What follows belongs to an exercise in optimizing a design on an open flow for small area; a production flow would make more cautious choices.
In this exercise RTL edits were held to simulation tests only and were not proved equivalent to the original.
Power figures rest on the tool's default switching activity, not on a simulated workload.

==> flow/design.v <==
`timescale 1ns / 1ps
module pattern_rom(
    input  [7:0] addr,
    output [2:0] code
    );
    reg [27:0] mem [0:255];
    initial $readmemh("pattern.hex", mem);
    wire [27:0] w = mem[addr];
    assign code = {w[7], w[3], w[0]};
endmodule
`timescale 1ns / 1ps
module masterCLK(
    input clk,
    input rst,
    output reg clock0, output reg clock1, output reg clock2, output reg clock3,
    output reg clock4, output reg clock5, output reg clock6,
    output scrollRise
    );
    reg clockScroll;
    reg [1:0] c3, c9;
    wire c3last = c3[1];
    wire c9last = c9[1];
    always @ (posedge clk)
        if (rst) begin
            c3 <= 2'b00;
            c9 <= 2'b00;
        end else begin
            c3 <= {c3[0], ~(c3[1] | c3[0])};
            if (c3last)
                c9 <= {c9[0], ~(c9[1] | c9[0])};
        end
    reg [10:0] c1409;
    wire c1409last = c1409[0] & ~c1409[1] & ~c1409[4] & c1409[5] & c1409[7] & ~c1409[8] & ~c1409[9] & c1409[10];
    always @ (posedge clk)
        if (rst || c1409last)
            c1409 <= 11'h18;
        else
            c1409 <= {c1409[9:0], ~(c1409[10] ^ c1409[8])};
    reg [10:0] c1201;
    wire c1201last = ~c1201[0] & c1201[1] & c1201[3] & c1201[4] & ~c1201[5] & ~c1201[6] & ~c1201[8] & ~c1201[10];
    always @ (posedge clk)
        if (rst || c1201last)
            c1201 <= 11'h0;
        else
            c1201 <= {c1201[9:0], ~(c1201[10] ^ c1201[8])};
    reg [9:0] c1001;
    wire c1001last = c1001[0] & c1001[1] & c1001[2] & c1001[4] & c1001[5] & ~c1001[6] & c1001[7] & c1001[8];
    always @ (posedge clk)
        if (rst || c1001last)
            c1001 <= 10'h1bb;
        else
            c1001 <= {c1001[8:0], ~(c1001[9] ^ c1001[6])};
    reg [8:0] c401;
    wire c401last = c401[0] & c401[1] & c401[2] & c401[4] & c401[5] & c401[6] & c401[8];
    always @ (posedge clk)
        if (rst || c401last)
            c401 <= 9'h6;
        else
            c401 <= {c401[7:0], ~(c401[8] ^ c401[4])};
    reg [6:0] c67;
    wire c67last = ~c67[1] & c67[2] & ~c67[4] & c67[5];
    always @ (posedge clk)
        if (rst || c67last)
            c67 <= 7'hc;
        else
            c67 <= {c67[5:0], ~(c67[6] ^ c67[5])};
    reg [6:0] c89;
    wire c89last = ~c89[2] & ~c89[3] & ~c89[4] & c89[5] & ~c89[6];
    always @ (posedge clk)
        if (rst || c89last)
            c89 <= 7'h0;
        else
            c89 <= {c89[5:0], ~(c89[6] ^ c89[5])};
    reg [7:0] c167;
    wire c167last = c167[2] & c167[4] & c167[5] & c167[6] & c167[7];
    always @ (posedge clk)
        if (rst || c167last)
            c167 <= 8'h49;
        else
            c167 <= {c167[6:0], ~(c167[7] ^ c167[5] ^ c167[4] ^ c167[3])};
    wire w0 = c1409last;
    wire w1 = c1201last;
    wire w2 = c1001last;
    wire w3 = c9last & c3last & c89last;
    wire w4 = c9last & c3last & c67last;
    wire w5 = c401last;
    wire w6 = c3last & c67last;
    wire ws = c3last & c167last;
    always @ (posedge clk)
        if (rst) begin
            clock0 <= 1'b0; clock1 <= 1'b0; clock2 <= 1'b0; clock3 <= 1'b0;
            clock4 <= 1'b0; clock5 <= 1'b0; clock6 <= 1'b0; clockScroll <= 1'b0;
        end else begin
            clock0 <= clock0 ^ w0;
            clock1 <= clock1 ^ w1;
            clock2 <= clock2 ^ w2;
            clock3 <= clock3 ^ w3;
            clock4 <= clock4 ^ w4;
            clock5 <= clock5 ^ w5;
            clock6 <= clock6 ^ w6;
            clockScroll <= clockScroll ^ ws;
        end
    assign scrollRise = ws & ~clockScroll;
endmodule
`timescale 1ns / 1ps
module levels(
    input clk,
    input [7:0] sw,
    input clock0, input clock1, input clock2, input clock3,
    input clock4, input clock5, input clock6,
    output reg validStart,
    output lvlRise           
    );
    reg clkOut;
    reg clkNext;
    reg valid;
    always @ (*)
        case (sw)
            8'b00000001: begin clkNext = clock0; valid = 1'b1; end
            8'b00000011: begin clkNext = clock1; valid = 1'b1; end
            8'b00000111: begin clkNext = clock2; valid = 1'b1; end
            8'b00001111: begin clkNext = clock3; valid = 1'b1; end
            8'b00011111: begin clkNext = clock4; valid = 1'b1; end
            8'b00111111: begin clkNext = clock5; valid = 1'b1; end
            8'b01111111: begin clkNext = clock6; valid = 1'b1; end
            default:     begin clkNext = clock0; valid = 1'b0; end
        endcase
    assign lvlRise = clkNext & ~clkOut;
    always @ (posedge clk) begin
        clkOut <= clkNext;
        validStart <= valid;
    end
endmodule
`timescale 1ns / 1ps
module mainMenu(
    input clk,
    input rst,
    input btnM,
    input btnR,
    input btnL,
    input validStart,
    input newGameFlag,
    input gameOver,
    output reg [1:0] state
    );
    always @ (posedge clk)
        if (rst || newGameFlag)
            state <= 2'b00;
        else
            case (state)
                2'b00: if (btnM && validStart && !gameOver) state <= 2'b01;
                       else if (btnR) state <= 2'b10;
                2'b01: ;
                2'b10: if (btnL) state <= 2'b00;
                default: state <= 2'b00;
            endcase
endmodule
`timescale 1ns / 1ps
module gameplay(
    input clk,
    input rst,
    input lvlEn,
    input fastEn,         
    input scrollEn,
    input [1:0] state,
    input [1:0] random,
    input btnR,
    input btnM,
    input btnL,
    input btnU,
    input btnD,
    input hint,
    output [3:0] an,
    output reg [6:0] out,   
    output reg newGameFlag,
    output reg gameOverOut
    );
    localparam [2:0] C_UP = 3'b111, C_DOWN = 3'b110, C_LEFT = 3'b001,
                     C_RITE = 3'b100, C_MID = 3'b011, C_ZERO = 3'b000;
    localparam [2:0] M_BLANK = 3'b000, M_LOSE = 3'b010, M_GOOD = 3'b101;
    reg loading, full;
    reg [7:0] sel;
    reg [7:0] snap;
    reg       snapV;
    reg gameOver;
    reg display, on, newRd, timeUp, prevHint, scoreSet, allCorrect;
    reg [5:0] loop, max1, oldhs;    
    reg scoreAdj;
    wire [5:0] score = max1 - 6'd1 + {5'd0, scoreAdj};
    reg [8:0] timer;
    reg [2:0] quickPause;
    reg [7:0] scrCount;
    wire [2:0] newhsTextSel = scrCount[7:5];
    wire [6:0] hsCount = scrCount[6:0];    
    always @ (posedge clk)
        if (rst)
            snapV <= 1'b0;
        else if (lvlEn) begin
            snapV <= 1'b1;
            snap <= sel;
        end
    reg [7:0] offs;
    always @ (*)
        case (random)
            2'b00: offs = 8'd0;
            2'b01: offs = 8'd50;
            2'b10: offs = 8'd100;
            2'b11: offs = 8'd150;
        endcase
    wire [2:0] romCode;
    pattern_rom rom (.addr(snap + offs), .code(romCode));
    wire [2:0] newCode = snapV ? romCode : C_ZERO;
    wire store = fastEn && !gameOver && state == 2'b01 && !full;
    always @ (posedge clk)
        if (rst) begin
            loading <= 1'b0;
            full <= 1'b0;
            sel <= 8'd0;
        end else if (fastEn) begin
            if (gameOver) begin
                loading <= 1'b0;
                full <= 1'b0;
            end else if (state == 2'b01 && !full) begin
                sel <= sel + 8'd1;
                if (loading && u == 6'd17) begin
                    loading <= 1'b0;
                    full <= 1'b1;
                end else
                    loading <= 1'b1;
            end
        end
    reg [152:0] ring;
    reg [5:0] u;
    always @ (posedge clk) begin
        ring <= {ring[149:0], store ? newCode : ring[152:150]};
        if (store && !loading)
            u <= 6'd0;
        else
            u <= (u >= 6'd19) ? u - 6'd19 : u + 6'd32;
    end
    reg [5:0] numRight;
    wire [5:0] rdp = on ? loop : numRight;
    wire [6:0] rdiff = {1'b0, u} - {1'b0, rdp};
    wire [5:0] rj = rdiff[6] ? rdiff[5:0] + 6'd51 : rdiff[5:0];
    wire [2:0] slot8 [0:50];
    genvar gk;
    generate
        for (gk = 0; gk < 51; gk = gk + 1) begin : g_slot
            assign slot8[gk] = ring[3 * ((8 * gk) % 51) +: 3];
        end
    endgenerate
    wire [2:0] rd = slot8[rj];
    always @ (posedge clk)
        if (rst) begin
            scoreSet <= 1'b0; gameOver <= 1'b0; max1 <= 6'd8; scoreAdj <= 1'b0;
            timer <= 9'd3; quickPause <= 3'b111; newRd <= 1'b0; display <= 1'b1;
            on <= 1'b0; loop <= 6'd0; prevHint <= 1'b0; timeUp <= 1'b0;
        end else if (lvlEn) begin
            if (gameOver && score > 0 && !scoreSet)
                scoreSet <= 1'b1;
            else if ((gameOver && score < oldhs && newhsTextSel >= 3'b011) ||
                     (gameOver && score >= oldhs && newGameFlag)) begin
                gameOver <= 1'b0;
                max1 <= 6'd0;
                scoreSet <= 1'b0;
            end
            if (full && !gameOver) begin
                if (newRd) begin
                    timer <= 9'd3;
                    quickPause <= 3'b111;
                    newRd <= 1'b0;
                end else if (display) begin
                    if (!on)
                        on <= 1'b1;
                    else begin
                        if (loop < max1)
                            loop <= loop + 6'd1;
                        else begin
                            loop <= 6'd0;
                            max1 <= max1 + 6'd1;
                            display <= 1'b0;
                        end
                        on <= 1'b0;
                    end
                    timer <= timer + 9'd3;
                end else begin
                    if (hint && !prevHint) begin
                        newRd <= 1'b1;
                        display <= 1'b1;
                        max1 <= max1 - 6'd1;
                        prevHint <= 1'b1;
                    end
                    if (allCorrect) begin
                        quickPause <= quickPause - 3'd1;
                        if (quickPause == 3'd0) begin
                            newRd <= 1'b1;
                            display <= 1'b1;
                        end
                    end else if (timer != 9'd0)
                        timer <= timer - 9'd1;
                    else begin
                        timeUp <= 1'b1;
                        quickPause <= quickPause - 3'd1;
                        if (quickPause == 3'd0) begin
                            newRd <= 1'b1;
                            prevHint <= 1'b0;
                            display <= 1'b1;
                            gameOver <= 1'b1;
                            scoreAdj <= hint && !prevHint;
                        end
                    end
                end
            end
        end
    reg press, correct;
    reg [2:0] msg;
    wire oneBtn = ({btnR, btnM, btnL, btnU, btnD} == 5'b10000) ||
                  ({btnR, btnM, btnL, btnU, btnD} == 5'b01000) ||
                  ({btnR, btnM, btnL, btnU, btnD} == 5'b00100) ||
                  ({btnR, btnM, btnL, btnU, btnD} == 5'b00010) ||
                  ({btnR, btnM, btnL, btnU, btnD} == 5'b00001);
    wire [2:0] btnCode = btnR ? C_RITE : btnM ? C_MID : btnL ? C_LEFT :
                         btnU ? C_UP : C_DOWN;
    wire noBtn = ~(btnR | btnM | btnL | btnU | btnD);
    always @ (posedge clk)
        if (rst) begin
            numRight <= 6'd0; press <= 1'b0; correct <= 1'b0;
            allCorrect <= 1'b0; msg <= M_BLANK;
        end else if (fastEn) begin
            if (newRd || gameOver) begin
                numRight <= 6'd0; press <= 1'b0; correct <= 1'b0;
                allCorrect <= 1'b0; msg <= M_BLANK;
            end else if (!display) begin    
                if (timeUp)
                    msg <= M_LOSE;
                else if (numRight == max1) begin
                    msg <= M_GOOD;
                    allCorrect <= 1'b1;
                end else if (oneBtn && rd == btnCode) begin
                    press <= 1'b1;
                    correct <= 1'b1;
                    msg <= btnCode;
                end else if (noBtn) begin
                    press <= 1'b0;
                    msg <= M_BLANK;
                end else begin
                    press <= 1'b1;
                    msg <= M_LOSE;
                end
                if (!press && correct) begin
                    numRight <= numRight + 6'd1;
                    correct <= 1'b0;
                end
            end
        end
    reg [4:0] inner;    
    always @ (posedge clk)
        if (rst)
            inner <= 5'd31;
        else if (scrollEn && state == 2'b00)
            inner <= inner + 5'd1;
    reg btnDPrev, btnUPrev, btnRPrev, btnMPrev, btnLPrev;
    reg [4:0] letterSel;
    reg [1:0] trackInitial;
    reg [4:0] name0, name1, name2;    
    wire nameEdit = gameOver && score >= oldhs && newhsTextSel >= 3'b101;
    wire dEv = btnD && !btnDPrev && letterSel != 5'd25;
    wire uEv = btnU && !btnUPrev && letterSel != 5'd0;
    wire mEv = btnM && !btnMPrev;
    wire rEv = btnR && !btnRPrev && trackInitial != 2'd2;
    wire lEv = btnL && !btnLPrev && trackInitial != 2'd0;
    wire ls0 = letterSel == 5'd0;
    reg [4:0] newLetter;
    always @ (*)
        newLetter = dEv ? letterSel + 5'd1 : letterSel - 5'd1;
    always @ (posedge clk)
        if (rst) begin
            newGameFlag <= 1'b0;
            btnDPrev <= 1'b0; btnUPrev <= 1'b0; btnRPrev <= 1'b0;
            btnMPrev <= 1'b0; btnLPrev <= 1'b0;
            letterSel <= 5'd0; trackInitial <= 2'd0;
            name0 <= 5'd0; name1 <= 5'd0; name2 <= 5'd0;
        end else if (fastEn) begin
            if (nameEdit) begin
                begin
                    if (dEv || uEv) begin
                        letterSel <= newLetter;
                        case (trackInitial)
                            2'd0: name0 <= newLetter;
                            2'd1: name1 <= newLetter;
                            default: name2 <= newLetter;
                        endcase
                        if (dEv) btnDPrev <= 1'b1;
                        else btnUPrev <= 1'b1;
                    end else if (ls0 && rEv) begin
                        trackInitial <= trackInitial + 2'd1;
                        letterSel <= 5'd0;
                        btnRPrev <= 1'b1;
                    end else if (ls0 && trackInitial == 2'd2 && lEv) begin
                        trackInitial <= trackInitial - 2'd1;
                        letterSel <= 5'd0;
                        btnLPrev <= 1'b1;
                    end else if (mEv) begin
                        btnMPrev <= 1'b1;
                        newGameFlag <= 1'b1;
                    end else if (lEv) begin
                        trackInitial <= trackInitial - 2'd1;
                        letterSel <= 5'd0;
                        btnLPrev <= 1'b1;
                    end else if (!ls0 && rEv) begin
                        trackInitial <= trackInitial + 2'd1;
                        letterSel <= 5'd0;
                        btnRPrev <= 1'b1;
                    end
                    if (!btnR) btnRPrev <= 1'b0;
                    if (!btnM) begin newGameFlag <= 1'b0; btnMPrev <= 1'b0; end
                    if (!btnD) btnDPrev <= 1'b0;
                    if (!btnU) btnUPrev <= 1'b0;
                    if (!btnL) btnLPrev <= 1'b0;
                end
            end else if (gameOver && score < oldhs) begin
                if (newhsTextSel == 3'b011)
                    newGameFlag <= 1'b1;
            end else if (!gameOver && !btnM) begin
                newGameFlag <= 1'b0;
                btnMPrev <= 1'b0;
                letterSel <= 5'd0;
                trackInitial <= 2'd0;
                name0 <= 5'd0; name1 <= 5'd0; name2 <= 5'd0;
            end
        end
    localparam [5:0] kA = 6'd0, kC = 6'd2, kD = 6'd3, kE = 6'd4, kF = 6'd5,
        kG = 6'd6, kH = 6'd7, kI = 6'd8, kL = 6'd11, kM = 6'd12, kN = 6'd13,
        kO = 6'd14, kP = 6'd15, kR = 6'd17, kS = 6'd18, kT = 6'd19, kU = 6'd20,
        kW = 6'd22, kY = 6'd24,
        kSP = 6'd32, k1 = 6'd33, k2 = 6'd34, k3 = 6'd35, k4 = 6'd36,
        k6 = 6'd38, k7 = 6'd39, k8 = 6'd40, k9 = 6'd41;
    localparam [447:0] GLYPHS = {
        7'b1111111,  
        7'b1111111,  
        7'b1111111,  
        7'b1111111,  
        7'b1111111,  
        7'b1111111,  
        7'b1111111,  
        7'b1111111,  
        7'b1111111,  
        7'b1111111,  
        7'b1111111,  
        7'b1111111,  
        7'b1111111,  
        7'b1111111,  
        7'b1111111,  
        7'b1111111,  
        7'b1111111,  
        7'b1111111,  
        7'b1111111,  
        7'b1111111,  
        7'b1111111,  
        7'b1111111,  
        7'b0011000,  
        7'b0000000,  
        7'b1111000,  
        7'b0000010,  
        7'b1111111,  
        7'b0011001,  
        7'b0110000,  
        7'b0100100,  
        7'b1111001,  
        7'b1111111,  
        7'b1111111,  
        7'b1111111,  
        7'b1111111,  
        7'b1111111,  
        7'b1111111,  
        7'b1111111,  
        7'b0110100,  
        7'b0010001,  
        7'b0001001,  
        7'b1010101,  
        7'b1010001,  
        7'b1000001,  
        7'b0000111,  
        7'b0010010,  
        7'b1001100,  
        7'b0011000,  
        7'b0001100,  
        7'b1000000,  
        7'b1001000,  
        7'b1101010,  
        7'b1000111,  
        7'b0001010,  
        7'b1100001,  
        7'b1001111,  
        7'b0001001,  
        7'b1000010,  
        7'b0001110,  
        7'b0000110,  
        7'b0100001,  
        7'b1000110,  
        7'b0000011,  
        7'b0100000   
    };
    function [5:0] welcome;
        input [4:0] i;
        case (i)
            5'd0:  welcome = kW;
            5'd1:  welcome = kE;
            5'd2:  welcome = kL;
            5'd3:  welcome = kC;
            5'd4:  welcome = kO;
            5'd5:  welcome = kM;
            5'd6:  welcome = kE;
            5'd8:  welcome = kT;
            5'd9:  welcome = kO;
            5'd11: welcome = kS;
            5'd12: welcome = kI;
            5'd13: welcome = kM;
            5'd14: welcome = kO;
            5'd15: welcome = kN;
            5'd17: welcome = kS;
            5'd18: welcome = kA;
            5'd19: welcome = kY;
            5'd20: welcome = kS;
            default: welcome = kSP;
        endcase
    endfunction
    function [5:0] digit;
        input [3:0] d;
        case (d)
            4'd0: digit = kO;
            4'd1: digit = k1;
            4'd2: digit = k2;
            4'd3: digit = k3;
            4'd4: digit = k4;
            4'd5: digit = kS;
            4'd6: digit = k6;
            4'd7: digit = k7;
            4'd8: digit = k8;
            4'd9: digit = k9;
            default: digit = 6'bxxxxxx;
        endcase
    endfunction
    function [5:0] wordChar;
        input isMsg;
        input [2:0] c;
        input [1:0] p;
        case ({isMsg, c})
            {1'b0, C_UP}, {1'b1, C_UP}:     wordChar = p == 2'd3 ? kU : p == 2'd2 ? kP : kSP;
            {1'b0, C_DOWN}, {1'b1, C_DOWN}: wordChar = p == 2'd3 ? kO : p == 2'd2 ? kO : p == 2'd1 ? kW : kN;
            {1'b0, C_LEFT}, {1'b1, C_LEFT}: wordChar = p == 2'd3 ? kL : p == 2'd2 ? kE : p == 2'd1 ? kF : kT;
            {1'b0, C_RITE}, {1'b1, C_RITE}: wordChar = p == 2'd3 ? kR : p == 2'd2 ? k1 : p == 2'd1 ? kT : kE;
            {1'b0, C_MID}, {1'b1, C_MID}:   wordChar = p == 2'd3 ? kM : p == 2'd2 ? k1 : p == 2'd1 ? kO : kSP;
            {1'b0, C_ZERO}:                 wordChar = k8;
            {1'b1, M_BLANK}:                wordChar = kSP;
            {1'b1, M_LOSE}:                 wordChar = p == 2'd3 ? kL : p == 2'd2 ? kO : p == 2'd1 ? kS : kE;
            {1'b1, M_GOOD}:                 wordChar = p == 2'd3 ? kG : p == 2'd2 ? kO : p == 2'd1 ? kO : kD;
            default:                        wordChar = 6'bxxxxxx;
        endcase
    endfunction
    reg [1:0] cnt;
    reg blank;                     
    reg [5:0] outChar;
    reg hsSet;                     
    assign an = blank ? 4'b1111 : ~(4'b0001 << (cnt - 2'd1));
    always @ (*) out = GLYPHS[7 * outChar +: 7];
    wire [5:0] num = (state == 2'b10) ? (hsSet ? oldhs : 6'd0)
                                      : (scoreSet ? score : 6'd0);
    reg [1:0] tensVal;
    reg [3:0] onesVal;
    always @ (*) begin
        if (num >= 6'd30) begin tensVal = 2'd2; onesVal = 4'd0; end
        else if (num >= 6'd20) begin tensVal = 2'd2; onesVal = num - 6'd20; end
        else if (num >= 6'd10) begin tensVal = 2'd1; onesVal = num - 6'd10; end
        else begin tensVal = 2'd0; onesVal = num[3:0]; end
    end
    function [5:0] fixedChar;
        input [2:0] s;
        input [1:0] c;
        case ({s, c})
            {3'd0, 2'd0}: fixedChar = kH; {3'd0, 2'd1}: fixedChar = kG;
            {3'd0, 2'd2}: fixedChar = kI; {3'd0, 2'd3}: fixedChar = kH;
            {3'd1, 2'd0}: fixedChar = kR; {3'd1, 2'd1}: fixedChar = kO;
            {3'd1, 2'd2}: fixedChar = kC; {3'd1, 2'd3}: fixedChar = kS;
            {3'd2, 2'd0}: fixedChar = kSP;
            {3'd4, 2'd0}: fixedChar = kSP; {3'd4, 2'd1}: fixedChar = kW;
            {3'd4, 2'd2}: fixedChar = kE; {3'd4, 2'd3}: fixedChar = kN;
            {3'd5, 2'd0}: fixedChar = kR; {3'd5, 2'd1}: fixedChar = kT;
            {3'd5, 2'd2}: fixedChar = kN; {3'd5, 2'd3}: fixedChar = kE;
            {3'd6, 2'd0}: fixedChar = kE; {3'd6, 2'd1}: fixedChar = kM;
            {3'd6, 2'd2}: fixedChar = kA; {3'd6, 2'd3}: fixedChar = kN;
            {3'd7, 2'd0}: fixedChar = kR; {3'd7, 2'd1}: fixedChar = kU;
            {3'd7, 2'd2}: fixedChar = kO; {3'd7, 2'd3}: fixedChar = kY;
            default: fixedChar = 6'bxxxxxx;
        endcase
    endfunction
    reg [2:0] scr;
    reg useScr, upd;
    reg [5:0] val;
    wire highScore = score >= oldhs;
    wire [4:0] nameSel = cnt == 2'd1 ? name2 : cnt == 2'd2 ? name1 : name0;
    wire [3:0] digSel = cnt == 2'd0 ? onesVal : cnt == 2'd1 ? {2'd0, tensVal} : 4'd0;
    always @ (*) begin
        scr = 3'd0; useScr = 1'b0; upd = 1'b0;
        val = kSP;
        if (state == 2'b00) begin
            upd = 1'b1;
            val = welcome(inner - {3'd0, cnt});
        end else if (state == 2'b10) begin
            upd = 1'b1; useScr = 1'b1;
            scr = {1'b0, hsCount[6:5]};
        end else if (gameOver) begin
            useScr = 1'b1;
            if (highScore) begin
                upd = 1'b1;                    
                case (newhsTextSel)
                    3'd0: scr = 3'd4;
                    3'd1: scr = 3'd0;
                    3'd2: scr = 3'd1;
                    3'd3: scr = 3'd3;
                    3'd4: scr = 3'd5;
                    3'd5: scr = 3'd6;
                    default: scr = 3'd2;
                endcase
            end else begin
                upd = newhsTextSel < 3'd3;
                case (newhsTextSel)
                    3'd0: scr = 3'd7;
                    3'd1: scr = 3'd1;
                    default: scr = 3'd3;
                endcase
            end
        end else if (!on && display) begin
            upd = 1'b0;
        end else begin
            upd = 1'b1;
            val = wordChar(!on, on ? rd : msg, cnt);
        end
        if (useScr)
            val = (scr == 3'd2 && cnt != 2'd0) ? {1'b0, nameSel} :
                  (scr == 3'd3) ? digit(digSel) : fixedChar(scr, cnt);
    end
    always @ (posedge clk)
        if (rst) begin
            gameOverOut <= 1'b0; outChar <= kSP; blank <= 1'b1; cnt <= 2'd0;
            scrCount <= 8'd0;
            oldhs <= 6'd0; hsSet <= 1'b0;
        end else if (fastEn) begin
            gameOverOut <= gameOver;
            if (state == 2'b00) begin
                scrCount <= 8'd0;
            end else if (state == 2'b10)
                scrCount <= {1'b0, scrCount[6:0] + 7'd1};
            else if (gameOver) begin
                if (highScore) begin
                    oldhs <= score;
                    hsSet <= scoreSet;
                end
                if (scrCount[4:0] != 5'b11111)
                    scrCount[4:0] <= scrCount[4:0] + 5'd1;
                else if (scrCount[7:5] < 3'b110) begin
                    scrCount[4:0] <= 5'd0;
                    scrCount[7:5] <= scrCount[7:5] + 3'd1;
                end
            end else if (!on && display) begin
                outChar <= kSP;
                blank <= 1'b1;
            end
            if (upd) begin
                outChar <= val;
                blank <= 1'b0;
                cnt <= cnt + 2'd1;
            end
        end
endmodule
`timescale 1ns / 1ps
module master(
    input clk,
    input rst,
    input btnM, input btnL, input btnR, input btnU, input btnD,
    input [7:0] sw,
    output [7:0] led,
    output [6:0] out,
    output [3:0] an
    );
    reg [2:0] clk_dv;
    reg       clk_en;
    reg [2:0] step_dR, step_dM, step_dL, step_dU, step_dD;
    reg [1:0] random;
    always @ (posedge clk)
        if (rst) begin
            clk_dv <= 3'd0;
            clk_en <= 1'b0;
        end else begin
            clk_dv <= clk_dv + 3'd1;
            clk_en <= (clk_dv == 3'd7);
        end
    always @ (posedge clk)
        if (rst) begin
            step_dR <= 0; step_dM <= 0; step_dL <= 0; step_dU <= 0; step_dD <= 0;
        end else if (clk_en) begin
            step_dR <= {btnR, step_dR[2:1]};
            step_dM <= {btnM, step_dM[2:1]};
            step_dL <= {btnL, step_dL[2:1]};
            step_dU <= {btnU, step_dU[2:1]};
            step_dD <= {btnD, step_dD[2:1]};
        end
    wire fastEn = (clk_dv == 3'd3);
    wire rOut = fastEn & ~step_dR[0] & step_dR[1];
    wire mOut = fastEn & ~step_dM[0] & step_dM[1];
    wire lOut = fastEn & ~step_dL[0] & step_dL[1];
    wire uOut = fastEn & ~step_dU[0] & step_dU[1];
    wire dOut = fastEn & ~step_dD[0] & step_dD[1];
    always @ (posedge clk)
        if (rst)
            random <= 2'b00;
        else if (btnR || btnL || btnM || btnU || btnD)
            random <= random + 2'd1;
    assign led = sw;
    wire clock0, clock1, clock2, clock3, clock4, clock5, clock6;
    wire scrollRise, lvlRise, validStart;
    wire [1:0] state;
    wire gameOver, newGameFlag;
    masterCLK myCLK (
        .clk(clk), .rst(rst),
        .clock0(clock0), .clock1(clock1), .clock2(clock2), .clock3(clock3),
        .clock4(clock4), .clock5(clock5), .clock6(clock6),
        .scrollRise(scrollRise)
    );
    levels theLevels (
        .clk(clk), .sw(sw),
        .clock0(clock0), .clock1(clock1), .clock2(clock2), .clock3(clock3),
        .clock4(clock4), .clock5(clock5), .clock6(clock6),
        .validStart(validStart), .lvlRise(lvlRise)
    );
    mainMenu mm (
        .clk(clk), .rst(rst),
        .btnM(mOut), .btnR(rOut), .btnL(lOut),
        .validStart(validStart),
        .newGameFlag(newGameFlag), .gameOver(gameOver),
        .state(state)
    );
    gameplay gp (
        .clk(clk), .rst(rst),
        .lvlEn(lvlRise), .fastEn(fastEn), .scrollEn(scrollRise),
        .state(state), .random(random),
        .btnR(rOut), .btnM(mOut), .btnL(lOut), .btnU(uOut), .btnD(dOut),
        .hint(sw[7]),
        .an(an), .out(out),
        .newGameFlag(newGameFlag), .gameOverOut(gameOver)
    );
endmodule
==> flow/pattern.hex <==
8e18707
8233fff
8102ac8
8102ac8
d5e607f
8e18707
8233fff
8102ac8
8102ac8
8233fff
d5e607f
d5e607f
8e18707
8e18707
8e18707
8102ac8
8e18707
8233fff
d5e607f
8e18707
8102ac8
8233fff
8233fff
8e18707
d5e607f
8102ac8
8233fff
8102ac8
99e4386
d5e607f
8e18707
99e4386
8e18707
8e18707
d5e607f
8102ac8
8233fff
8233fff
8233fff
99e4386
8e18707
8e18707
8102ac8
99e4386
d5e607f
d5e607f
8102ac8
99e4386
8233fff
8e18707
99e4386
8102ac8
8102ac8
8233fff
8102ac8
d5e607f
8233fff
99e4386
d5e607f
8102ac8
8e18707
99e4386
8233fff
8233fff
99e4386
8102ac8
8e18707
8102ac8
8102ac8
8102ac8
8102ac8
99e4386
d5e607f
8102ac8
d5e607f
8233fff
8102ac8
99e4386
d5e607f
8233fff
d5e607f
8233fff
8233fff
99e4386
8e18707
d5e607f
d5e607f
8233fff
99e4386
8102ac8
8102ac8
8102ac8
d5e607f
8e18707
8e18707
99e4386
99e4386
8e18707
8102ac8
8233fff
99e4386
8e18707
99e4386
8102ac8
8e18707
8102ac8
8e18707
8e18707
8233fff
8233fff
8233fff
99e4386
d5e607f
d5e607f
d5e607f
8102ac8
8e18707
8233fff
8102ac8
8e18707
d5e607f
8e18707
8233fff
8102ac8
d5e607f
8102ac8
8102ac8
d5e607f
99e4386
8e18707
8e18707
d5e607f
8e18707
8e18707
8e18707
99e4386
d5e607f
8e18707
99e4386
99e4386
d5e607f
99e4386
8102ac8
8e18707
99e4386
d5e607f
d5e607f
8233fff
d5e607f
99e4386
8e18707
8102ac8
d5e607f
8233fff
8233fff
8102ac8
8233fff
d5e607f
d5e607f
99e4386
8102ac8
99e4386
8102ac8
d5e607f
8102ac8
8233fff
d5e607f
8233fff
99e4386
8233fff
99e4386
8233fff
8102ac8
8102ac8
8233fff
d5e607f
d5e607f
8233fff
8102ac8
8e18707
d5e607f
8e18707
8e18707
8233fff
8e18707
d5e607f
99e4386
d5e607f
8102ac8
d5e607f
8233fff
8102ac8
d5e607f
d5e607f
d5e607f
8233fff
8e18707
99e4386
8233fff
8e18707
0000000
0000000
0000000
0000000
0000000
0000000
0000000
0000000
0000000
0000000
0000000
0000000
0000000
0000000
0000000
0000000
0000000
0000000
0000000
0000000
0000000
0000000
0000000
0000000
0000000
0000000
0000000
0000000
0000000
0000000
0000000
0000000
0000000
0000000
0000000
0000000
0000000
0000000
0000000
0000000
0000000
0000000
0000000
0000000
0000000
0000000
0000000
0000000
0000000
0000000
0000000
0000000
0000000
0000000
0000000
0000000
==> flow/flow/run.sh <==
#!/bin/bash
# Own layout flow: the standard synthesis, then the combinational logic
# of its netlist is mapped again by ABC for area (flip-flops, their names and
# cell types are kept as the standard synthesis made them), then the standard flow's
# standard layout from floorplan to finish on that netlist, with the
# smallest buffer cell for the port buffers.
set -euo pipefail
W=$PWD
R=$W/orfs/results/${FLOW_PLATFORM:-sky130hd}/master/base
L=$W/orfs/logs/${FLOW_PLATFORM:-sky130hd}/master/base
YOSYS=$(command -v yosys || echo /OpenROAD-flow-scripts/tools/install/yosys/bin/yosys)
LIB=$FLOW_HOME/platforms/sky130hd/lib/sky130_fd_sc_hd__tt_025C_1v80.lib

bash standard.sh synth > $W/standard_synth.log 2>&1

# the don't-use cells that ORFS gave ABC
grep -o -- '-dont_use [A-Za-z0-9_]*' $L/1_2_yosys.log | sort -u | tr '\n' ' ' > $W/dont_use.txt || true
cp $R/1_2_yosys.v $W/1_2_yosys_standard.v

# three ABC runs with different random seeds, in parallel; keep the smallest
for s in 0 1 2; do
  REABC_IN=$W/1_2_yosys_standard.v REABC_OUT=$W/reabc$s.v REABC_LIB=$LIB \
  REABC_DONTUSE=$W/dont_use.txt REABC_SCRIPT=$W/flow/area$s.abc \
    $YOSYS -c $W/flow/reabc.tcl > $W/reabc$s.log 2>&1 &
done
wait
best=""; bestarea=""
for s in 0 1 2; do
  a=$(grep "Chip area for module" $W/reabc$s.v.after.stat | head -1 | awk '{print $NF}')
  echo "seed $s: $a" >> $W/reabc_choice.txt
  if [[ -z "$best" ]] || awk -v a="$a" -v b="$bestarea" 'BEGIN{exit !(a < b)}'; then
    best=$s; bestarea=$a
  fi
done
echo "chosen: seed $best ($bestarea)" >> $W/reabc_choice.txt
cp $W/reabc$best.v $R/1_2_yosys.v

# lay out the new netlist
rm -f $R/1_synth.odb $R/1_synth.sdc
touch $R/1_2_yosys.v
bash standard.sh finish "BUFFER_PORTS_ARGS=-buffer_cell sky130_fd_sc_hd__buf_1" > $W/standard_finish.log 2>&1
==> flow/flow/area0.abc <==
strash
&get -n
&deepsyn -S 0 -J 200 -T 900
&put
&get -n
&deepsyn -S 0 -J 200 -T 900
&put
&get -n
&dch -f
&nf -R 1000
&put
==> flow/flow/area1.abc <==
strash
&get -n
&deepsyn -S 1 -J 200 -T 900
&put
&get -n
&deepsyn -S 1 -J 200 -T 900
&put
&get -n
&dch -f
&nf -R 1000
&put
==> flow/flow/area2.abc <==
strash
&get -n
&deepsyn -S 2 -J 200 -T 900
&put
&get -n
&deepsyn -S 2 -J 200 -T 900
&put
&get -n
&dch -f
&nf -R 1000
&put
==> flow/flow/reabc.tcl <==
# Map the combinational logic of the standard synthesis netlist again with
# ABC, for area. Flip-flop cells are black boxes here, so they keep their
# instance names and cell types; nothing merges or removes them.
set lib $::env(REABC_LIB)
yosys read_liberty -ignore_miss_func $lib
yosys setattr -mod -set blackbox 1 sky130_fd_sc_hd__df* sky130_fd_sc_hd__edf* sky130_fd_sc_hd__sdf* sky130_fd_sc_hd__sedf* sky130_fd_sc_hd__dl*
yosys read_verilog $::env(REABC_IN)
yosys hierarchy -top master
yosys tee -o $::env(REABC_OUT).before.stat stat -liberty $lib
yosys flatten
yosys hierarchy -top master
yosys opt_clean -purge
yosys abc -script $::env(REABC_SCRIPT) -liberty $lib {*}[exec cat $::env(REABC_DONTUSE)]
yosys opt_clean -purge
# cell definitions again (black boxes), for the tie cells, buffers and check
yosys read_liberty -lib -overwrite $lib
yosys hilomap -singleton -hicell sky130_fd_sc_hd__conb_1 HI -locell sky130_fd_sc_hd__conb_1 LO
yosys insbuf -buf sky130_fd_sc_hd__buf_4 A X
yosys splitnets
yosys opt_clean -purge
yosys tee -o $::env(REABC_OUT).after.stat stat -liberty $lib
yosys check -assert
yosys write_verilog -noattr -nohex -nodec $::env(REABC_OUT)
==> flow/standard.sh <==
#!/bin/bash
# synth_recipe.tcl (not shown) runs the flow's synth.tcl, then flattens the netlist and writes it again
# the make line also repeats each setting of config.mk as NAME=value (left out here)
make -C /OpenROAD-flow-scripts/flow DESIGN_CONFIG=/design/flow/config.mk WORK_HOME=/design/flow/orfs CLKGATE_MAP_FILE= SYNTH_SCRIPT=/design/flow/synth_recipe.tcl "${@:-finish}"
==> flow/config.mk <==
export PLATFORM = sky130hd
export DESIGN_NAME = master
export DESIGN_NICKNAME = master
export VERILOG_FILES = /design/flow/design.v
export SDC_FILE = /design/flow/constraint.sdc
export NUM_CORES = 4
export LEC_CHECK = 0
export ABC_AREA = 1
export CAP_MARGIN = 20
export CORE_MARGIN = 2
export CORE_UTILIZATION = 70
export CTS_BUF_LIST = sky130_fd_sc_hd__clkbuf_8
export CTS_CLUSTER_DIAMETER = 60
export CTS_CLUSTER_SIZE = 16
export SLEW_MARGIN = 20
export SYNTH_MEMORY_MAX_BITS = 16384
==> flow/constraint.sdc <==
create_clock -name core_clock -period 10.0 [get_ports {clk}]
set_input_delay 2.0000 -clock core_clock [delete_from_list [all_inputs] [get_ports {clk}]]
set_output_delay 2.0000 -clock core_clock [all_outputs]
set_load 0.01 [all_outputs]
==> results.tsv, run 1 <==
stage	metric	value	unit
timing	maxSlewHeadroom	0.289	
run_status	status	complete, no violations	
timing	hold_violations	0	
global_routing	grt_max_degree	58	
worst_setup_path	worstPathRequired	10490	ps
timing	finalSetupTns	0	ps
global_routing	antenna_found_initial	0	
placement	gp_congestion	0.961	
placement	dpl_worst_slack	3060	ps
timing	period_share	0.726	
global_routing	grt_usage	0.313	
global_routing	gr-total-overflow	0	
layout	utilization	0.758	
worst_setup_path	rrSetupSlack	2740	ps
synth	syn-num-nets	1681	
worst_setup_path	path_buf_inv	0	
floorplan	num_rows	53	
synth	synthCells	1666	
layout	antennaDiodeCount	0	
worst_setup_path	cp_common_cell	nor2_1	
worst_setup_path	reg2reg_to	gp.outChar[0]	
worst_setup_path	path_max_fanout	17	
clock_network	cts.reportedPaths.clkPinSlew	100	ps
floorplan	initial_core_util	0.716	
floorplan	ios	34	
floorplan	die_area	22800	sq um
layout	multi_input_comb_area	7230	sq um
layout	layout_commonest_cell	dfxtp_1	
floorplan	fp.dieH	151	microns
global_routing	grt_pass1_vias	11800	
clock_network	hold_buffers	0	
run	cap_violations	0	
min_path	hp-start	gp.ring[146]	
route	ant_nets	0	
clock_network	cts_root_buf	clkbuf_8	
min_path	min_path_cells	0	
worst_setup_path	start_kind	flop	
route	drtIter0Drc	1322	
layout	fill_cells	1521	
clock_network	postCtsSetupBuffers	0	
timing	slew_viol_final	0	
clock_network	cts_buffer_depth	3	
timing	max_freq	138	MHz
placement	dp_hpwl	25800	microns
worst_setup_path	r2r_start	gp.on	
timing	fin_ws	2740	ps
worst_setup_path	crit_path_top_delay_cell	dfxtp_1	
route	wire_per_inst	18.0	microns
worst_setup_path	critical_path.top_delay_family	simple AND/OR/NAND/NOR gates	
synth	synth_area	15100	sq um
power	cellPowerDensity	180	nW/um^2
power	p_leak	5.81	nW
layout	layout-drive-gt1-share	0.0225	
route	vias_per_cell	6.41	
floorplan	die_w	151	microns
min_path	hold_path_class	reg -> reg	
layout	layout_common_cells	dfxtp_1, nor2_1, nand2_1	
clock_network	insertion_delay	590	ps
route	firstDrtPassIters	10	
min_path	hold_end	gp.ring[149]	
placement	io_buffers	33	
floorplan	core	21200	sq um
global_routing	grt_pass1_wl	58100	microns
power	power	2.88	mW
route	route.detailed.drc	0	
worst_setup_path	critPathCaptureType	flop	
clock_network	cts_resized	0	
route	via_count	12900	
timing	clock_skew	25.9	ps
worst_setup_path	cpPeakStageDelay	770	ps
timing	setup_violations	0	
timing	rsz0062_at_grt	false	
route	routed_wl	36100	microns
synth	yosys_warnings	6	
clock_network	htree_levels	1	
timing	fin_crit	7260	ps
worst_setup_path	r2r.worst_path.cells	30	
worst_setup_path	critPathArrivalTime	7750	ps
layout	seq_area	7690	sq um
synth	avgSynthCellArea	9.09	sq um
clock_network	numCtsBuffers	28	
layout	num-nets-final	1743	
clock_network	clock_sinks	380	
layout	area_delta_synth_final	5.92	%
timing	worst_pin_slew	1060	ps
power	ir_worst_vdd	0.140	mV
worst_setup_path	crit_type	reg -> reg	
clock_network	cts_tree	built	
state kept, by name (all words and copies together), names as in the netlist, 6 cells and up:
name	cells
gp.ring	153
myCLK.c1409	11
gp.loop	6
gp.scrCount	8
gp.oldhs	6
myCLK.c1201	11
gp.snap	8
gp.outChar	6
gp.u	6
myCLK.c89	7
myCLK.c401	9
gp.timer	9
myCLK.c1001	10
gp.sel	8
myCLK.c167	8
myCLK.c67	7
gp.max1	6
gp.numRight	6
metal layers:
metal	track usage	wire length [microns]
met3	0.0611	3390
met4	0.0939	979
met1	0.440	15700
met5	0	0
met2	0.492	16000
cell type report:
type,instances,area share
clock buffer,29,0.0249
clock inverter,6,0.00226
inverter,44,0.0103
multi-input combinational,1234,0.451
sequential,380,0.479
tap,275,0.0215
timing repair buffer,40,0.0110
through the flow:
| step | cell area [sq um] | std cells | hold WS (ps) |
|---|---|---|---|
| final | 16000 | 2008 | 340 |
| after global routing | 16000 | 2008 | 357 |
| after CTS | 16000 | 2008 | 346 |
| after detailed placement | 15600 | 1973 | 337 |
| after global placement | 15600 | 1972 | 338 |
| after floorplan | 15100 | 1666 | 326 |
power by group:
part	switching, mW	internal (mW)
combinational	0.398	0.174
clock	0.455	0.265
sequential	0.0394	1.55
worst max-delay path by stage:
stage	from	endpoint	slack (ps)	cells past startpoint
floorplan	gp.on	gp.outChar[0]	4220	30
global placement	gp.on	gp.outChar[0]	3370	30
detailed placement	gp.on	gp.outChar[0]	3060	30
CTS	gp.on	gp.outChar[0]	2990	30
global route	gp.on	gp.outChar[0]	2080	30
finish	gp.on	gp.outChar[0]	2740	30
==> inputs of run 2 (changes only) <==
--- a/flow/design.v
+++ b/flow/design.v
@@ -437,26 +437,26 @@
         k6 = 6'd38, k7 = 6'd39, k8 = 6'd40, k9 = 6'd41;
     localparam [447:0] GLYPHS = {
-        7'b1111111,  
-        7'b1111111,  
-        7'b1111111,  
-        7'b1111111,  
-        7'b1111111,  
-        7'b1111111,  
-        7'b1111111,  
-        7'b1111111,  
-        7'b1111111,  
-        7'b1111111,  
-        7'b1111111,  
-        7'b1111111,  
-        7'b1111111,  
-        7'b1111111,  
-        7'b1111111,  
-        7'b1111111,  
-        7'b1111111,  
-        7'b1111111,  
-        7'b1111111,  
-        7'b1111111,  
-        7'b1111111,  
-        7'b1111111,  
+        7'bxxxxxxx,  
+        7'bxxxxxxx,  
+        7'bxxxxxxx,  
+        7'bxxxxxxx,  
+        7'bxxxxxxx,  
+        7'bxxxxxxx,  
+        7'bxxxxxxx,  
+        7'bxxxxxxx,  
+        7'bxxxxxxx,  
+        7'bxxxxxxx,  
+        7'bxxxxxxx,  
+        7'bxxxxxxx,  
+        7'bxxxxxxx,  
+        7'bxxxxxxx,  
+        7'bxxxxxxx,  
+        7'bxxxxxxx,  
+        7'bxxxxxxx,  
+        7'bxxxxxxx,  
+        7'bxxxxxxx,  
+        7'bxxxxxxx,  
+        7'bxxxxxxx,  
+        7'bxxxxxxx,  
         7'b0011000,  
         7'b0000000,  
@@ -469,10 +469,10 @@
         7'b1111001,  
         7'b1111111,  
-        7'b1111111,  
-        7'b1111111,  
-        7'b1111111,  
-        7'b1111111,  
-        7'b1111111,  
-        7'b1111111,  
+        7'bxxxxxxx,  
+        7'bxxxxxxx,  
+        7'bxxxxxxx,  
+        7'bxxxxxxx,  
+        7'bxxxxxxx,  
+        7'bxxxxxxx,  
         7'b0110100,  
         7'b0010001,  
==> run 2 against run 1 <==
  * Largest power group unchanged
  * Clock power rose by 15%
  * Utilization increased by 0.71 points
  * Critical path type unchanged
  * Highest routed layer is now met5
  * Wire length is 3.8% higher
  * Hold slack improved by 15 ps
  * Flip-flop and latch count unchanged
  * Die area down 0.65%
  * Sequential power barely moved
  * Clock skew up 1.2 ps
==> results.tsv, run 2 <==
stage	metric	value	unit
floorplan	die_w	151	microns
worst_setup_path	cpPeakStageDelay	800	ps
route	firstDrtPassIters	9	
floorplan	num_rows	53	
route	route.detailed.drc	0	
worst_setup_path	cp_common_cell	maj3_1	
layout	multi_input_comb_area	7200	sq um
run_status	status	complete, no violations	
route	vias_per_cell	6.46	
route	ant_nets	0	
timing	worst_pin_slew	1020	ps
clock_network	cts.reportedPaths.clkPinSlew	100	ps
clock_network	cts_resized	0	
clock_network	numCtsBuffers	30	
timing	finalSetupTns	0	ps
placement	dp_hpwl	26400	microns
worst_setup_path	worstPathRequired	10480	ps
floorplan	initial_core_util	0.715	
worst_setup_path	critPathArrivalTime	8170	ps
route	wire_per_inst	18.7	microns
synth	yosys_warnings	6	
power	switching_share	0.288	
layout	layout-drive-gt1-share	0.0290	
synth	synthCells	1646	
worst_setup_path	reg2reg_to	gp.outChar[5]	
layout	largestRegisters	gp.ring: 153 flops, myCLK.c1201: 11 flops, myCLK.c1409: 11 flops	
min_path	hold_end	gp.ring[98]	
clock_network	postCtsSetupBuffers	0	
worst_setup_path	start_kind	flop	
worst_setup_path	critPathCaptureType	flop	
global_routing	grt_pass1_wl	60100	microns
worst_setup_path	r2r.worst_path.cells	26	
global_routing	grt_usage	0.327	
worst_setup_path	path_max_fanout	18	
min_path	min_path_cells	0	
synth	syn-num-nets	1661	
power	ir_worst_vdd	0.167	mV
min_path	hp-start	gp.ring[95]	
placement	io_buffers	33	
power	p_switching	0.819	mW
power	combPwrFrac	0.150	
layout	layout_commonest_cell	dfxtp_1	
timing	hold_violations	0	
timing	fin_crit	7700	ps
clock_network	insertion_delay	600	ps
synth	synth_area	15000	sq um
layout	num-nets-final	1728	
clock_network	htree_levels	1	
route	routed_wl	37400	microns
global_routing	grt_max_degree	68	
global_routing	antenna_found_initial	1	
min_path	hold_path_class	reg -> reg	
layout	antennaDiodeCount	0	
timing	maxSlewHeadroom	0.316	
floorplan	ios	34	
clock_network	cts_tree	built	
floorplan	fp.dieH	151	microns
timing	fin_hold_ws	355	ps
clock_network	cts_root_buf	clkbuf_8	
floorplan	core	21000	sq um
layout	seq_area	7690	sq um
run	cap_violations	0	
global_routing	grt_pass1_vias	12100	
worst_setup_path	r2r_start	gp.on	
power	p_seq_frac	0.558	
timing	slew_viol_final	0	
route	via_count	12900	
timing	clock_skew	27.1	ps
layout	fill_cells	1457	
timing	period_share	0.770	
global_routing	gr-total-overflow	0	
synth	avgSynthCellArea	9.14	sq um
clock_network	clock_sinks	380	
layout	layout_common_cells	dfxtp_1, nor2_1, nand2_1	
power	pwr-share-clk	0.291	
route	drtIter0Drc	1076	
timing	max_freq	130	MHz
power	internal_power	2.03	mW
placement	gp_congestion	0.964	
clock_network	cts_buffer_depth	3	
worst_setup_path	rrSetupSlack	2300	ps
power	p_leak	5.85	nW
layout	area_delta_synth_final	6.96	%
worst_setup_path	crit_type	reg -> reg	
worst_setup_path	crit_path_top_delay_cell	dfxtp_1	
layout	largest_reg_flops	153	
timing	rsz0062_at_grt	false	
power	cellPowerDensity	177	nW/um^2
clock_network	hold_buffers	0	
floorplan	die_area	22700	sq um
layout	top_register	gp.ring	
timing	setup_violations	0	
## run 2: how the worst max path moves through the flow
| stage | startpoint | to | slack [ps] |
|---|---|---|---|
| floorplan | gp.on | gp.outChar[5] | 3580 |
| global placement | gp.on | gp.outChar[5] | 2670 |
| detailed placement | gp.on | gp.outChar[5] | 2420 |
| CTS | gp.on | gp.outChar[5] | 2400 |
| global route | gp.on | gp.outChar[5] | 1730 |
| finish | gp.on | gp.outChar[5] | 2300 |
## run 2: final cells by class
| class | count | area share |
|---|---|---|
| repair buffers | 43 | 0.0126 |
| clock inverters | 13 | 0.00879 |
| flip-flops and latches | 380 | 0.478 |
| multi-input cells | 1233 | 0.448 |
| inverters | 25 | 0.00583 |
| well taps | 275 | 0.0214 |
| clock buffers | 30 | 0.0257 |
## run 2: metrics by stage
| stage | cell area (sq um) | cells | worst slack, ps | power [mW] | utilization |
|---|---|---|---|---|---|
| after CTS | 16100 | 1999 | 2400 | 2.84 | 0.765 |
| after global routing | 16100 | 1999 | 1730 | 2.95 | 0.765 |
| after floorplan | 15000 | 1646 | 3580 | 1.91 | - |
| after global placement | 15500 | 1956 | 2670 | 2.02 | 0.738 |
| final | 16100 | 1999 | 2300 | 2.84 | 0.765 |
| after detailed placement | 15500 | 1956 | 2420 | 2.03 | 0.738 |
## run 2: critical path: cells and delay by family (launching register included)
kind / cells / cell delay (ps)
mux: 2 / 690
simple gates: 9 / 1940
flops: 1 / 800
fa+ha+maj: 4 / 1740
compound gates: 9 / 1800
xor+xnor: 2 / 590
## run 2: power groups by stage
stage	Clock, mW	Sequential [mW]	Combinational, mW
global route	0.890	1.59	0.466
global placement	0	1.62	0.403
CTS	0.838	1.59	0.416
detailed placement	0	1.62	0.412
floorplan	0	1.61	0.296
finish	0.828	1.59	0.428
## run 2: routing by layer
metal / routed length (microns) / share of wire / global-route usage
met1: 15900 / 0.43 / 0.435
met2: 17300 / 0.46 / 0.553
met3: 3200 / 0.085 / 0.0555
met4: 982 / 0.026 / 0.0915
met5: 8 / 0.00021 / 0
==> inputs of run 3 (changes only) <==
--- a/flow/design.v
+++ b/flow/design.v
@@ -437,26 +437,26 @@
         k6 = 6'd38, k7 = 6'd39, k8 = 6'd40, k9 = 6'd41;
     localparam [447:0] GLYPHS = {
-        7'bxxxxxxx,  
-        7'bxxxxxxx,  
-        7'bxxxxxxx,  
-        7'bxxxxxxx,  
-        7'bxxxxxxx,  
-        7'bxxxxxxx,  
-        7'bxxxxxxx,  
-        7'bxxxxxxx,  
-        7'bxxxxxxx,  
-        7'bxxxxxxx,  
-        7'bxxxxxxx,  
-        7'bxxxxxxx,  
-        7'bxxxxxxx,  
-        7'bxxxxxxx,  
-        7'bxxxxxxx,  
-        7'bxxxxxxx,  
-        7'bxxxxxxx,  
-        7'bxxxxxxx,  
-        7'bxxxxxxx,  
-        7'bxxxxxxx,  
-        7'bxxxxxxx,  
-        7'bxxxxxxx,  
+        7'b1111111,  
+        7'b1111111,  
+        7'b1111111,  
+        7'b1111111,  
+        7'b1111111,  
+        7'b1111111,  
+        7'b1111111,  
+        7'b1111111,  
+        7'b1111111,  
+        7'b1111111,  
+        7'b1111111,  
+        7'b1111111,  
+        7'b1111111,  
+        7'b1111111,  
+        7'b1111111,  
+        7'b1111111,  
+        7'b1111111,  
+        7'b1111111,  
+        7'b1111111,  
+        7'b1111111,  
+        7'b1111111,  
+        7'b1111111,  
         7'b0011000,  
         7'b0000000,  
@@ -469,10 +469,10 @@
         7'b1111001,  
         7'b1111111,  
-        7'bxxxxxxx,  
-        7'bxxxxxxx,  
-        7'bxxxxxxx,  
-        7'bxxxxxxx,  
-        7'bxxxxxxx,  
-        7'bxxxxxxx,  
+        7'b1111111,  
+        7'b1111111,  
+        7'b1111111,  
+        7'b1111111,  
+        7'b1111111,  
+        7'b1111111,  
         7'b0110100,  
         7'b0010001,  
--- a/flow/flow/run.sh
+++ b/flow/flow/run.sh
@@ -18,6 +18,6 @@
 cp $R/1_2_yosys.v $W/1_2_yosys_standard.v
 
-# three ABC runs with different random seeds, in parallel; keep the smallest
-for s in 0 1 2; do
+# four ABC runs with different random seeds, in parallel; keep the smallest
+for s in 0 1 2 3; do
   REABC_IN=$W/1_2_yosys_standard.v REABC_OUT=$W/reabc$s.v REABC_LIB=$LIB \
   REABC_DONTUSE=$W/dont_use.txt REABC_SCRIPT=$W/flow/area$s.abc \
@@ -26,5 +26,5 @@
 wait
 best=""; bestarea=""
-for s in 0 1 2; do
+for s in 0 1 2 3; do
   a=$(grep "Chip area for module" $W/reabc$s.v.after.stat | head -1 | awk '{print $NF}')
   echo "seed $s: $a" >> $W/reabc_choice.txt
==> flow/flow/area0.abc (replaced) <==
strash
&get -n
&deepsyn -S 0 -J 300 -T 1200
&put
&get -n
&deepsyn -S 0 -J 300 -T 1200
&put
&get -n
&dch -f
&nf -R 1000
&put
==> flow/flow/area1.abc (replaced) <==
strash
&get -n
&deepsyn -S 1 -J 300 -T 1200
&put
&get -n
&deepsyn -S 1 -J 300 -T 1200
&put
&get -n
&dch -f
&nf -R 1000
&put
==> flow/flow/area2.abc (replaced) <==
strash
&get -n
&deepsyn -S 2 -J 300 -T 1200
&put
&get -n
&deepsyn -S 2 -J 300 -T 1200
&put
&get -n
&dch -f
&nf -R 1000
&put
==> flow/flow/area3.abc (new file) <==
strash
&get -n
&deepsyn -S 3 -J 300 -T 1200
&put
&get -n
&deepsyn -S 3 -J 300 -T 1200
&put
&get -n
&dch -f
&nf -R 1000
&put
==> run 3 against run 2 <==
  * Total power rose by 7.7%
  * Flip-flop and latch count did not move
  * Wire length rose by 2.9%
  * Sequential power barely moved
  * Largest power group unchanged
  * Highest routed layer is now met4
  * Utilization rose by 0.33 points
  * Die area barely moved
  * Combinational power rose by about 40%
  * Maximum frequency fell by 0.98%
  * Clock power rose by 6.0%
  * Non-clock buffer count rose by 7
  * Largest cell class unchanged
  * Critical path depth rose by 1
  * Still clean
==> results.tsv, run 3 <==
stage	metric	value	unit
layout	top_register	gp.ring	
power	cellPowerDensity	189	nW/um^2
timing	finalSetupTns	0	ps
worst_setup_path	start_kind	flop	
route	vias_per_cell	6.51	
layout	layout_common_cells	dfxtp_1, nor2_1, nand2_1	
timing	maxSlewHeadroom	0.294	
clock_network	hold_buffers	0	
timing	clock_skew	52.8	ps
floorplan	die_w	151	microns
floorplan	num_rows	53	
layout	area_delta_synth_final	7.71	%
power	ir_worst_vdd	0.142	mV
clock_network	cts_tree	built	
timing	slew_viol_final	0	
layout	layout_commonest_cell	dfxtp_1	
layout	largest_reg_flops	153	
timing	fin_hold_ws	324	ps
floorplan	die_area	22700	sq um
floorplan	initial_core_util	0.713	
power	p_switching	0.982	mW
route	routed_wl	38500	microns
route	ant_nets	0	
timing	hold_violations	0	
clock_network	cts_root_buf	clkbuf_8	
global_routing	grt_pass1_vias	12100	
worst_setup_path	r2r_start	gp.on	
clock_network	numCtsBuffers	34	
run	cap_violations	0	
clock_network	cts.reportedPaths.clkPinSlew	90	ps
synth	syn-num-nets	1677	
floorplan	fp.dieH	151	microns
clock_network	postCtsSetupBuffers	0	
route	highest_layer	met4	
power	switching_share	0.321	
placement	gp_congestion	0.972	
min_path	hold_path_class	reg -> reg	
worst_setup_path	worstPathRequired	10430	ps
layout	fill_cells	1452	
floorplan	core	21100	sq um
global_routing	antenna_found_initial	0	
min_path	hp-start	gp.ring[25]	
placement	dp_hpwl	26900	microns
synth	avgSynthCellArea	9.05	sq um
worst_setup_path	path_max_fanout	20	
global_routing	grt_pass1_wl	60700	microns
clock_network	clock_sinks	380	
power	combPwrFrac	0.195	
layout	antennaDiodeCount	0	
timing	worst_pin_slew	1060	ps
timing	period_share	0.777	
global_routing	grt_max_degree	53	
layout	num-nets-final	1755	
clock_network	cts_buffer_depth	3	
timing	max_freq	129	MHz
route	route.detailed.drc	0	
min_path	hold_end	gp.ring[28]	
power	internal_power	2.08	mW
global_routing	grt_usage	0.330	
min_path	min_path_cells	0	
synth	yosys_warnings	6	
layout	layout-drive-gt1-share	0.0376	
route	dr_wl_met3	3460	microns
power	pwr-share-clk	0.287	
synth	synth_area	15000	sq um
worst_setup_path	critPathArrivalTime	8200	ps
worst_setup_path	rrSetupSlack	2230	ps
clock_network	cts_resized	0	
timing	setup_violations	0	
power	p_leak	5.97	nW
worst_setup_path	crit_type	reg -> reg	
route	drtIter0Drc	1258	
placement	io_buffers	33	
route	route.met2.wl	17500	microns
layout	multi_input_comb_area	7170	sq um
route	wire_per_inst	19.0	microns
clock_network	htree_levels	2	
floorplan	ios	34	
power	p_seq_frac	0.518	
layout	seq_area	7690	sq um
route	wl_met1	16300	microns
global_routing	gr-total-overflow	0	
worst_setup_path	critPathCaptureType	flop	
worst_setup_path	reg2reg_to	gp.outChar[5]	
timing	fin_crit	7770	ps
layout	largestRegisters	gp.ring: 153 flops, myCLK.c1201: 11 flops, myCLK.c1409: 11 flops	
timing	rsz0062_at_grt	false	
run_status	status	complete, no violations	
route	via_count	13200	
synth	synthCells	1662	
route	firstDrtPassIters	7	
clock_network	insertion_delay	590	ps
worst_setup_path	r2r.worst_path.cells	27	
-- run 3: metal layers --
metal | GRT usage | vias up
li1 | - | 6269
met1 | 0.448 | 6129
met2 | 0.535 | 664
met3 | 0.0585 | 140
met4 | 0.112 | 0
met5 | 0 | -
-- run 3: power by group through the flow --
| stage | logic, mW | clock network, mW | registers [mW] |
|---|---|---|---|
| 2_1_floorplan | 0.395 | 0 | 1.61 |
| 3_3_place_gp | 0.556 | 0 | 1.62 |
| 3_5_place_dp | 0.568 | 0 | 1.62 |
| 4_1_cts | 0.574 | 0.882 | 1.59 |
| 5_1_grt | 0.643 | 0.938 | 1.59 |
| 6_report | 0.599 | 0.878 | 1.59 |
-- run 3: how the worst max path moves through the flow --
stage                     startpoint             to  slack [ps]  cells after the start
after CTS                      gp.on  gp.outChar[5]        2440                     25
final                          gp.on  gp.outChar[5]        2230                     27
after floorplan                gp.on  gp.outChar[5]        3200                     24
after global routing           gp.on  gp.outChar[5]        1640                     24
after global placement         gp.on  gp.outChar[5]        2750                     25
after detailed placement       gp.on  gp.outChar[5]        2460                     25
-- run 3: cell type report --
type                    count  area share
well taps                 275      0.0212
multi-input cells        1239       0.443
clock inverters            15     0.00919
inverters                  35     0.00811
clock buffers              34      0.0289
flip-flops and latches    380       0.474
repair buffers             50      0.0156
-- run 3: through the flow --
| stage | std cells | util | instance area (sq um) | power, mW | setup WS, ps |
|---|---|---|---|---|---|
| finish | 2028 | 0.768 | 16200 | 3.06 | 2230 |
| global route | 2028 | 0.768 | 16200 | 3.17 | 1640 |
| CTS | 2028 | 0.768 | 16200 | 3.04 | 2440 |
| detailed placement | 1979 | 0.739 | 15600 | 2.19 | 2460 |
| global placement | 1979 | 0.739 | 15600 | 2.17 | 2750 |
| floorplan | 1662 | - | 15000 | 2.01 | 3200 |
-- run 3: worst max-delay path, stage by stage, from the launching register on --
cell      delay [ps]
dfxtp_1          720
mux2i_1          340
xor2_1           340
and2_0           210
a21oi_1          160
o21ai_0          370
o21ai_0          350
nand2_1          170
a21oi_1          110
maj3_1           400
maj3_1           620
or3_1            510
o22ai_1          820
a22o_1           310
a221oi_1          70
nand3_1          150
a21oi_1           50
nand3_1          110
a221oi_1         130
nand2_1          140
o21ai_0          320
o21bai_1         410
nand2_1          110
nor2_1           180
nand2_1           70
o311ai_0         160
o2111a_1         270
a21oi_1           40
==> inputs of run 4 (changes only) <==
--- a/flow/design.v
+++ b/flow/design.v
@@ -437,26 +437,26 @@
         k6 = 6'd38, k7 = 6'd39, k8 = 6'd40, k9 = 6'd41;
     localparam [447:0] GLYPHS = {
-        7'b1111111,  
-        7'b1111111,  
-        7'b1111111,  
-        7'b1111111,  
-        7'b1111111,  
-        7'b1111111,  
-        7'b1111111,  
-        7'b1111111,  
-        7'b1111111,  
-        7'b1111111,  
-        7'b1111111,  
-        7'b1111111,  
-        7'b1111111,  
-        7'b1111111,  
-        7'b1111111,  
-        7'b1111111,  
-        7'b1111111,  
-        7'b1111111,  
-        7'b1111111,  
-        7'b1111111,  
-        7'b1111111,  
-        7'b1111111,  
+        7'bxxxxxxx,  
+        7'bxxxxxxx,  
+        7'bxxxxxxx,  
+        7'bxxxxxxx,  
+        7'bxxxxxxx,  
+        7'bxxxxxxx,  
+        7'bxxxxxxx,  
+        7'bxxxxxxx,  
+        7'bxxxxxxx,  
+        7'bxxxxxxx,  
+        7'bxxxxxxx,  
+        7'bxxxxxxx,  
+        7'bxxxxxxx,  
+        7'bxxxxxxx,  
+        7'bxxxxxxx,  
+        7'bxxxxxxx,  
+        7'bxxxxxxx,  
+        7'bxxxxxxx,  
+        7'bxxxxxxx,  
+        7'bxxxxxxx,  
+        7'bxxxxxxx,  
+        7'bxxxxxxx,  
         7'b0011000,  
         7'b0000000,  
@@ -469,10 +469,10 @@
         7'b1111001,  
         7'b1111111,  
-        7'b1111111,  
-        7'b1111111,  
-        7'b1111111,  
-        7'b1111111,  
-        7'b1111111,  
-        7'b1111111,  
+        7'bxxxxxxx,  
+        7'bxxxxxxx,  
+        7'bxxxxxxx,  
+        7'bxxxxxxx,  
+        7'bxxxxxxx,  
+        7'bxxxxxxx,  
         7'b0110100,  
         7'b0010001,  
==> flow/flow/area0.abc (replaced) <==
strash
&get -n
&deepsyn -S 4 -J 300 -T 1200
&put
&get -n
&deepsyn -S 4 -J 300 -T 1200
&put
&get -n
&dch -f
&nf -R 1000
&put
==> flow/flow/area1.abc (replaced) <==
strash
&get -n
&deepsyn -S 5 -J 300 -T 1200
&put
&get -n
&deepsyn -S 5 -J 300 -T 1200
&put
&get -n
&dch -f
&nf -R 1000
&put
==> flow/flow/area2.abc (replaced) <==
strash
&get -n
&deepsyn -S 6 -J 300 -T 1200
&put
&get -n
&deepsyn -S 6 -J 300 -T 1200
&put
&get -n
&dch -f
&nf -R 1000
&put
==> flow/flow/area3.abc (replaced) <==
strash
&get -n
&deepsyn -S 7 -J 300 -T 1200
&put
&get -n
&deepsyn -S 7 -J 300 -T 1200
&put
&get -n
&dch -f
&nf -R 1000
&put
==> run 4 against run 3 <==
  * Still clean
  * Clock skew is 34 ps lower
  * Flip-flop and latch count is the same
  * Synthesized cell count decreased by 0.90%
  * Wire length fell by 3.8%
  * Die area fell by 0.14%
  * Utilization shrank 0.43 points
  * Sequential power hardly changed
  * Clock power is 4.1% lower
  * Critical path type unchanged
==> results.tsv, run 4 <==
stage	metric	value	unit
layout	utilization	0.764	
floorplan	die_area	22600	sq um
power	cellPowerDensity	181	nW/um^2
route	wire_per_inst	18.6	microns
global_routing	grt_pass1_vias	12000	
clock_network	hold_buffers	0	
timing	slew_viol_final	0	
layout	largestRegisters	gp.ring: 153 flops, myCLK.c1201: 11 flops, myCLK.c1409: 11 flops	
clock_network	postCtsSetupBuffers	0	
route	drtIter0Drc	1239	
floorplan	fp.dieH	150	microns
route	firstDrtPassIters	8	
layout	antennaDiodeCount	0	
clock_network	insertion_delay	610	ps
placement	numPlacedInstances	1956	
synth	avgSynthCellArea	9.12	sq um
global_routing	grt_max_degree	60	
timing	clock_skew	18.5	ps
worst_setup_path	cp_common_cell	maj3_1	
layout	num-nets-final	1728	
route	routed_wl	37000	microns
floorplan	die_w	150	microns
worst_setup_path	rrSetupSlack	2050	ps
worst_setup_path	crit_type	reg -> reg	
worst_setup_path	crit_path_top_delay_cell	nor2_1	
placement	dp_hpwl	26600	microns
timing	fin_hold_ws	346	ps
clock_network	cts_resized	0	
min_path	hold_end	gp.ring[60]	
timing	finalSetupTns	0	ps
floorplan	core	21000	sq um
worst_setup_path	r2r_start	gp.on	
route	ant_nets	0	
worst_setup_path	critPathArrivalTime	8500	ps
layout	layout_common_cells	dfxtp_1, nor2_1, nand2_1	
timing	hold_violations	0	
synth	synthCells	1647	
layout	layout_commonest_cell	dfxtp_1	
run_status	status	complete, no violations	
timing	worst_pin_slew	1020	ps
clock_network	cts_root_buf	clkbuf_8	
global_routing	grt_pass1_wl	60100	microns
min_path	hold_path_class	reg -> reg	
floorplan	initial_core_util	0.715	
timing	maxSlewHeadroom	0.317	
worst_setup_path	worstPathRequired	10550	ps
global_routing	grt_usage	0.328	
layout	largest_reg_flops	153	
timing	fin_crit	7950	ps
global_routing	antenna_found_initial	0	
timing	max_freq	126	MHz
worst_setup_path	cpPeakStageDelay	770	ps
synth	syn-num-nets	1662	
worst_setup_path	reg2reg_to	gp.outChar[5]	
synth	synth_area	15000	sq um
floorplan	num_rows	53	
power	p_leak	5.82	nW
layout	area_delta_synth_final	6.92	%
run	cap_violations	0	
layout	final_cells	1996	
worst_setup_path	path_max_fanout	18	
placement	io_buffers	33	
power	ir_worst_vdd	0.154	mV
clock_network	numCtsBuffers	30	
timing	rsz0062_at_grt	false	
route	route.detailed.drc	0	
clock_network	cts_buffer_depth	3	
clock_network	clock_sinks	380	
route	via_count	12700	
worst_setup_path	critPathCaptureType	flop	
clock_network	htree_levels	1	
clock_network	cts.reportedPaths.clkPinSlew	100	ps
timing	setup_violations	0	
layout	top_register	gp.ring	
clock_network	cts_tree	built	
floorplan	ios	34	
worst_setup_path	r2r.worst_path.cells	29	
route	vias_per_cell	6.35	
worst_setup_path	start_kind	flop	
min_path	min_path_cells	0	
placement	gp_congestion	0.938	
min_path	hp-start	gp.ring[57]	
synth	yosys_warnings	6	
global_routing	gr-total-overflow	0	
layout	layout-drive-gt1-share	0.0291	
timing	period_share	0.795	
[run 4: layer usage]
metal,share of wire,wire length (microns),track usage
met1,0.43,15800,0.448
met2,0.46,17100,0.542
met4,0.029,1090,0.107
met3,0.083,3070,0.0433
met5,0,0,0
[run 4: per-stage QoR]
stage | setup slack (ps) | total power [mW] | cell area, sq um
after global placement | 2360 | 2.07 | 15500
after CTS | 2080 | 2.89 | 16100
final | 2050 | 2.91 | 16100
after global routing | 1470 | 3.01 | 16100
after floorplan | 3460 | 1.94 | 15000
after detailed placement | 2120 | 2.08 | 15500
[run 4: final cells by class]
cell class	count	area, sq um
well taps	275	344
fillers	1447	4960
flip-flops and latches	380	7690
clock inverters	8	115
repair buffers	42	195
multi-input cells	1209	7090
clock buffers	32	440
inverters	50	188
[run 4: where the power goes]
| group | switching, mW | internal (mW) | leakage [nW] |
|---|---|---|---|
| clock | 0.492 | 0.351 | 0.289 |
| sequential | 0.0355 | 1.55 | 3.09 |
| combinational | 0.340 | 0.137 | 2.44 |
[run 4: worst max-delay path: cells and delay by family (launching register included)]
family	cells	cell delay, ps
compound gates	11	2490
xor+xnor	1	220
buf+inv	1	80
simple gates	12	2740
fa+ha+maj	4	1620
flops	1	740
[run 4: worst max path at each step]
stage / from / end / slack (ps)
2_1_floorplan: gp.on / gp.outChar[3] / 3460
3_3_place_gp: gp.on / gp.outChar[3] / 2360
3_5_place_dp: gp.on / gp.outChar[3] / 2120
4_1_cts: gp.on / gp.outChar[3] / 2080
5_1_grt: gp.on / gp.outChar[5] / 1470
6_report: gp.on / gp.outChar[5] / 2050

[afterwards: timing with drivers on the ports]
How much do the figures lean on ideal ports? The routed layouts below were timed once more, with nothing changed but the port constraints. Step 1 (the two cells are an assumption about what drives the block):
set clk [get_ports {clk}]
set_driving_cell -lib_cell sky130_fd_sc_hd__clkbuf_16 $clk
set_driving_cell -lib_cell sky130_fd_sc_hd__buf_2 [delete_from_list [all_inputs] $clk]
Step 2 times the ports against the registers' clock, not the clock port: input delays grow and output delays shrink by t, the midpoint of the rising clock arrivals with the driver on. Three values: no drivers, after step 1, after step 2; two values: the first two.
run	t (ns)	setup slack, ns	worst data-port slew with drivers (ns)
run 1	0.623	2.741 / 2.741 / 2.741	0.04
run 2	0.635	2.305 / 2.305 / 2.305	0.04
run 3	0.605	2.229 / 2.229 / 2.229	0.10
run 4	0.642	2.049 / 2.049 / 2.049	0.04
After both steps setup and hold are still met in every run listed.
